From an optimization exercise on the open Yosys and OpenROAD flow, aimed at small area; shortcuts taken in it are not production practice. Only simulation tests tie the RTL to the original design; equivalence was not proved. Power and IR drop assume default switching activity.

==> flow/design.v (excerpt) <==
module top_flyinglogo(clk, rst, hsync, vsync, vga_r, vga_g, vga_b, buzzer_out, button, rom_addr, rom_data);
clock: 10.0 ns
lec_check: 0
cap_margin: 20
core_margin: 2
core_utilization: 40
cts_buf_list: sky130_fd_sc_hd__clkbuf_8
slew_margin: 20
synth_memory_max_bits: 65536
standard.sh (not shown) runs the stock make flow with config.mk's settings and CLKGATE_MAP_FILE= SYNTH_SCRIPT=/design/flow/synth_recipe.tcl, a recipe that flattens the netlist after the stock synthesis.
==> flow/flow/run.sh <==
#!/bin/bash
# Own layout flow: the standard ORFS flow, with two changes:
#  * synthesis maps logic with an area-oriented ABC script (area.abc) in place
#    of ORFS's speed script; everything else in synthesis is the standard flow's own
#    (synth_recipe.tcl is sourced unchanged, only the abc call is redirected);
#  * ports are buffered with sky130_fd_sc_hd__buf_1;
#  * clock tree synthesis uses clkbuf_8 and inserts no dummy loads.
# Each tool's output goes to a log file in the work folder.
set -euo pipefail
W=$(pwd)
export AREA_ABC_SCRIPT="$W/flow/area.abc"
# synthesis script: redirect the abc call, then the standard flow's own script
{
  echo 'proc abc {args} {'
  echo '  set i [lsearch -exact $args -script]'
  echo '  if {$i >= 0} { lset args [expr {$i + 1}] $::env(AREA_ABC_SCRIPT) }'
  echo '  yosys abc {*}$args'
  echo '}'
  cat "$W/synth_recipe.tcl"
} > "$W/area_synth.tcl"
sed -e "s#SYNTH_SCRIPT=[^ ]*#SYNTH_SCRIPT=$W/area_synth.tcl BUFFER_PORTS_ARGS='-buffer_cell sky130_fd_sc_hd__buf_1' CTS_ARGS='-sink_clustering_enable -repair_clock_nets -buf_list sky130_fd_sc_hd__clkbuf_8 -dont_use_dummy_load'#" \
  "$W/standard.sh" > "$W/area_standard.sh"
bash "$W/area_standard.sh" > "$W/flow_make.log" 2>&1
test -f "$W/out/final.def"
==> flow/flow/area.abc <==
strash
dc2
dch -f
if -K 6 -a
mfs2
strash
dc2
dch -f
map -a
mfs2
strash
dch -f
map -a
topo
Next try:
==> flow/flow/run.sh (replaced) <==
#!/bin/bash
# Own layout flow: the standard ORFS flow (standard.sh), with these changes:
#  * synthesis maps logic with an area-oriented ABC script (flow/area.abc) in
#    place of ORFS's speed script, and leaves adders to ABC instead of mapping
#    them to half/full-adder cells (ADDER_MAP_FILE empty). Everything else in
#    synthesis is the standard flow's own: synth_recipe.tcl is sourced unchanged and only
#    the abc call's -script argument is redirected;
#  * ports are buffered with sky130_fd_sc_hd__buf_1;
#  * clock tree synthesis uses clkbuf_8 and inserts no dummy loads.
# The make output (all tools) goes to flow_make.log in the work folder; ORFS
# keeps each step's log under orfs/logs/.
set -euo pipefail
W=$(pwd)
export AREA_ABC_SCRIPT="$W/flow/area.abc"
{
  echo 'proc abc {args} {'
  echo '  set i [lsearch -exact $args -script]'
  echo '  if {$i >= 0} { lset args [expr {$i + 1}] $::env(AREA_ABC_SCRIPT) }'
  echo '  yosys abc {*}$args'
  echo '}'
  cat "$W/synth_recipe.tcl"
} > "$W/area_synth.tcl"
EXTRA="SYNTH_SCRIPT=$W/area_synth.tcl ADDER_MAP_FILE= BUFFER_PORTS_ARGS='-buffer_cell sky130_fd_sc_hd__buf_1'"
EXTRA="$EXTRA CTS_ARGS='-sink_clustering_enable -repair_clock_nets -buf_list sky130_fd_sc_hd__clkbuf_8 -dont_use_dummy_load'"
sed -e "s#SYNTH_SCRIPT=[^ ]*#$EXTRA#" "$W/standard.sh" > "$W/area_standard.sh"
bash "$W/area_standard.sh" > "$W/flow_make.log" 2>&1
test -f "$W/out/final.def"
==> flow/flow/area.abc (replaced) <==
strash
dc2
dch -f
if -K 4 -a
mfs2
strash
dc2
dch -f
map -a
mfs2
strash
dch -f
map -a
topo
Cell area decreases by about 11%.
Total power decreases by about 1.2%.
Cell count decreases by 7.0%.
Wire length decreases by 9.8%.
Global-route usage increases by 0.11 points.
Setup slack gets worse by 0.11 ns.
Critical path depth stays the same.
Non-clock buffer count increases by 1.
Clock-buffer cell count does not change.

========
v5:
top_flyinglogo, a different RTL version from the one above (not shown whole).
Size in the first run: ~850 cells after synthesis.
Design top_flyinglogo, start of the top module:
module top_flyinglogo(clk, rst, hsync, vsync, vga_r, vga_g, vga_b, buzzer_out, button, rom_addr, rom_data);
==> flow/config.mk <==
export PLATFORM = sky130hd
export DESIGN_NAME = top_flyinglogo
export DESIGN_NICKNAME = top_flyinglogo
export VERILOG_FILES = /design/flow/design.v
export SDC_FILE = /design/flow/constraint.sdc
export NUM_CORES = 4
export LEC_CHECK = 0
export CAP_MARGIN = 20
export CORE_MARGIN = 2
export CORE_UTILIZATION = 40
export CTS_BUF_LIST = sky130_fd_sc_hd__clkbuf_8
export SLEW_MARGIN = 20
export SYNTH_MEMORY_MAX_BITS = 65536
==> flow/constraint.sdc <==
create_clock -name core_clock -period 10.0 [get_ports {clk}]
set_input_delay 2.0000 -clock core_clock [delete_from_list [all_inputs] [get_ports {clk}]]
set_output_delay 2.0000 -clock core_clock [all_outputs]
set_load 0.01 [all_outputs]
==> flow/flow/run.sh <==
#!/bin/bash
# Own layout flow: the standard ORFS flow (standard.sh), with these changes:
#  * synthesis maps logic with an area-oriented ABC script (flow/area.abc) in
#    place of ORFS's speed script, and leaves adders to ABC instead of mapping
#    them to half/full-adder cells (ADDER_MAP_FILE empty). Everything else in
#    synthesis is the standard flow's own: synth_recipe.tcl is sourced unchanged and only
#    the abc call's -script argument is redirected;
#  * ports are buffered with sky130_fd_sc_hd__buf_1;
#  * clock tree synthesis uses clkbuf_8 and inserts no dummy loads.
# The make output (all tools) goes to flow_make.log in the work folder; ORFS
# keeps each step's log under orfs/logs/.
set -euo pipefail
W=$(pwd)
export AREA_ABC_SCRIPT="$W/flow/area.abc"
{
  echo 'proc abc {args} {'
  echo '  set i [lsearch -exact $args -script]'
  echo '  if {$i >= 0} { lset args [expr {$i + 1}] $::env(AREA_ABC_SCRIPT) }'
  echo '  yosys abc {*}$args'
  echo '}'
  cat "$W/synth_recipe.tcl"
} > "$W/area_synth.tcl"
EXTRA="SYNTH_SCRIPT=$W/area_synth.tcl ADDER_MAP_FILE= BUFFER_PORTS_ARGS='-buffer_cell sky130_fd_sc_hd__buf_1'"
EXTRA="$EXTRA CTS_ARGS='-sink_clustering_enable -repair_clock_nets -buf_list sky130_fd_sc_hd__clkbuf_8 -sink_clustering_size 16 -dont_use_dummy_load'"
sed -e "s#SYNTH_SCRIPT=[^ ]*#$EXTRA#" "$W/standard.sh" > "$W/area_standard.sh"
bash "$W/area_standard.sh" > "$W/flow_make.log" 2>&1
test -f "$W/out/final.def"
==> flow/flow/area.abc <==
strash
dc2
dch -f
if -K 4 -a
mfs2
strash
dc2
dch -f
amap
mfs2
strash
dch -f
amap
topo
Changes in v31 relative to v5:
diff --git a/flow/flow/run.sh b/flow/flow/run.sh
--- a/flow/flow/run.sh
+++ b/flow/flow/run.sh
@@ -23,3 +23,3 @@
 EXTRA="SYNTH_SCRIPT=$W/area_synth.tcl ADDER_MAP_FILE= BUFFER_PORTS_ARGS='-buffer_cell sky130_fd_sc_hd__buf_1'"
-EXTRA="$EXTRA CTS_ARGS='-sink_clustering_enable -repair_clock_nets -buf_list sky130_fd_sc_hd__clkbuf_8 -sink_clustering_size 16 -dont_use_dummy_load'"
+EXTRA="$EXTRA CTS_ARGS='-sink_clustering_enable -repair_clock_nets -buf_list sky130_fd_sc_hd__clkbuf_8 -dont_use_dummy_load'"
 sed -e "s#SYNTH_SCRIPT=[^ ]*#$EXTRA#" "$W/standard.sh" > "$W/area_standard.sh"
Findings:
v31 vs. v5: data required time of the critical path has remained practically unchanged, combined buffer and inverter count along the critical path has remained practically unchanged, placed standard-cell area has remained practically unchanged.
### v31 -> v32
diff --git a/flow/config.mk b/flow/config.mk
--- a/flow/config.mk
+++ b/flow/config.mk
@@ -9,3 +9,3 @@
 export CORE_MARGIN = 2
-export CORE_UTILIZATION = 40
+export CORE_UTILIZATION = 65
 export CTS_BUF_LIST = sky130_fd_sc_hd__clkbuf_8
==> comparison <==
v32 reports a lower worst setup slack than v31 does. Compared with v31, v32 shows area added between synthesis and finish lower by 2.2 points. Looking at routed wire length across both flows, v32 is the weaker of the two, with v31 ahead. In the flow results for v32 and v31, the overall power of the completed layout is smaller on v31. Comparing v31 against v32, there is no change at all in mean cell area of the mapped netlist. Clock input transition at the sequential cells of the worst setup and hold paths essentially unchanged between v31 and v32.

========
top_flyinglogo, a different RTL version from the one above (not shown whole).
Size: ~860 cells after synthesis, about 48 I/O pins, about 0.0058 mm^2 of cells after synthesis.
Settings: LEC_CHECK=0, CAP_MARGIN=20, CORE_MARGIN=2, CORE_UTILIZATION=55, CTS_BUF_LIST=sky130_fd_sc_hd__clkbuf_8, GPL_TIMING_DRIVEN=0, SLEW_MARGIN=20, SYNTH_MEMORY_MAX_BITS=65536; clock period 10.0 ns.
==> flow/flow/run.sh <==
#!/bin/bash
# Own layout flow: the standard ORFS flow (standard.sh), with these changes:
#  * synthesis maps logic with an area-oriented ABC script (flow/area.abc) in
#    place of ORFS's speed script, and leaves adders to ABC instead of mapping
#    them to half/full-adder cells (ADDER_MAP_FILE empty). Everything else in
#    synthesis is the standard flow's own: synth_recipe.tcl is sourced unchanged and only
#    the abc call's -script argument is redirected;
#  * ports are buffered with sky130_fd_sc_hd__buf_1;
#  * clock tree synthesis uses clkbuf_8 and inserts no dummy loads.
# The make output (all tools) goes to flow_make.log in the work folder; ORFS
# keeps each step's log under orfs/logs/.
set -euo pipefail
W=$(pwd)
export AREA_ABC_SCRIPT="$W/flow/area.abc"
{
  echo 'proc abc {args} {'
  echo '  set i [lsearch -exact $args -script]'
  echo '  if {$i >= 0} { lset args [expr {$i + 1}] $::env(AREA_ABC_SCRIPT) }'
  echo '  yosys abc {*}$args'
  echo '}'
  cat "$W/synth_recipe.tcl"
} > "$W/area_synth.tcl"
EXTRA="SYNTH_SCRIPT=$W/area_synth.tcl ADDER_MAP_FILE= BUFFER_PORTS_ARGS='-buffer_cell sky130_fd_sc_hd__buf_1'"
EXTRA="$EXTRA CTS_ARGS='-sink_clustering_enable -repair_clock_nets -buf_list sky130_fd_sc_hd__clkbuf_8 -dont_use_dummy_load'"
sed -e "s#SYNTH_SCRIPT=[^ ]*#$EXTRA#" "$W/standard.sh" > "$W/area_standard.sh"
bash "$W/area_standard.sh" > "$W/flow_make.log" 2>&1
test -f "$W/out/final.def"
Scripts as last shown in full above: flow/flow/area.abc
The starting point went through all stages and came out clean.
Change:
- CORE_UTILIZATION: 55 -> 40
- GPL_TIMING_DRIVEN: 0 -> default
Outcome: Design area rose by about 0.75%; global-route usage fell by 9.3 points; worst setup slack gets better by 0.88 ns; sequential share of layout area fell by 0.24 points; core utilization fell by 17 points.
Change:
- CORE_UTILIZATION: 40 -> 65
After rerunning: The changed run went through all stages and came out clean. Total power is higher by 0.81%. Final area goes down by 2.0%. Clock skew went up by 0.013 ns. Flip-flop and latch count is unchanged. Worst hold slack degrades by 0.0054 ns.

separate check: timing with driven ports:
How much do the figures lean on ideal ports? The routed layouts below were timed once more, with nothing changed but the port constraints.
Step 1 (the two cells are an assumption about what drives the block):
set clk [get_ports {clk}]
set_driving_cell -lib_cell sky130_fd_sc_hd__clkbuf_16 $clk
set_driving_cell -lib_cell sky130_fd_sc_hd__buf_2 [delete_from_list [all_inputs] $clk]
Step 2 adds t to the input delays and takes it off the output delays; t is the mean of the earliest and latest rising clock arrival at the registers after step 1. Input paths then give back, and output paths get back, about the clock's delay inside the block.
Slacks: ideal / step 1 / step 2; pairs: ideal / step 1.
run	t, ns	setup slack, ns	worst setup path after step 2	worst register clock-pin slew, ns
the first run of note 1	0.409	4.604 / 4.578 / 4.583	input to output	0.11 / 0.11
the second run of note 1	0.392	4.495 / 4.470 / 4.470	input to output	0.12 / 0.12
v5	0.389	3.531 / 3.531 / 3.531	register to register	0.09 / 0.09
v31	0.389	3.531 / 3.531 / 3.531	register to register	0.09 / 0.09
v32	0.389	3.152 / 3.152 / 3.152	register to register	0.12 / 0.12
the first run of note 3	0.398	2.410 / 2.410 / 2.410	register to register	0.10 / 0.10
the second run of note 3	0.394	3.289 / 3.289 / 3.289	register to register	0.10 / 0.10
the third run of note 3	0.390	2.969 / 2.969 / 2.969	register to register	0.11 / 0.11
After both steps every run listed still meets setup and hold. For the second run of note 1, which loses most, drivers alone change the setup slack by -0.025 ns; drivers and shift together by -0.025 ns.
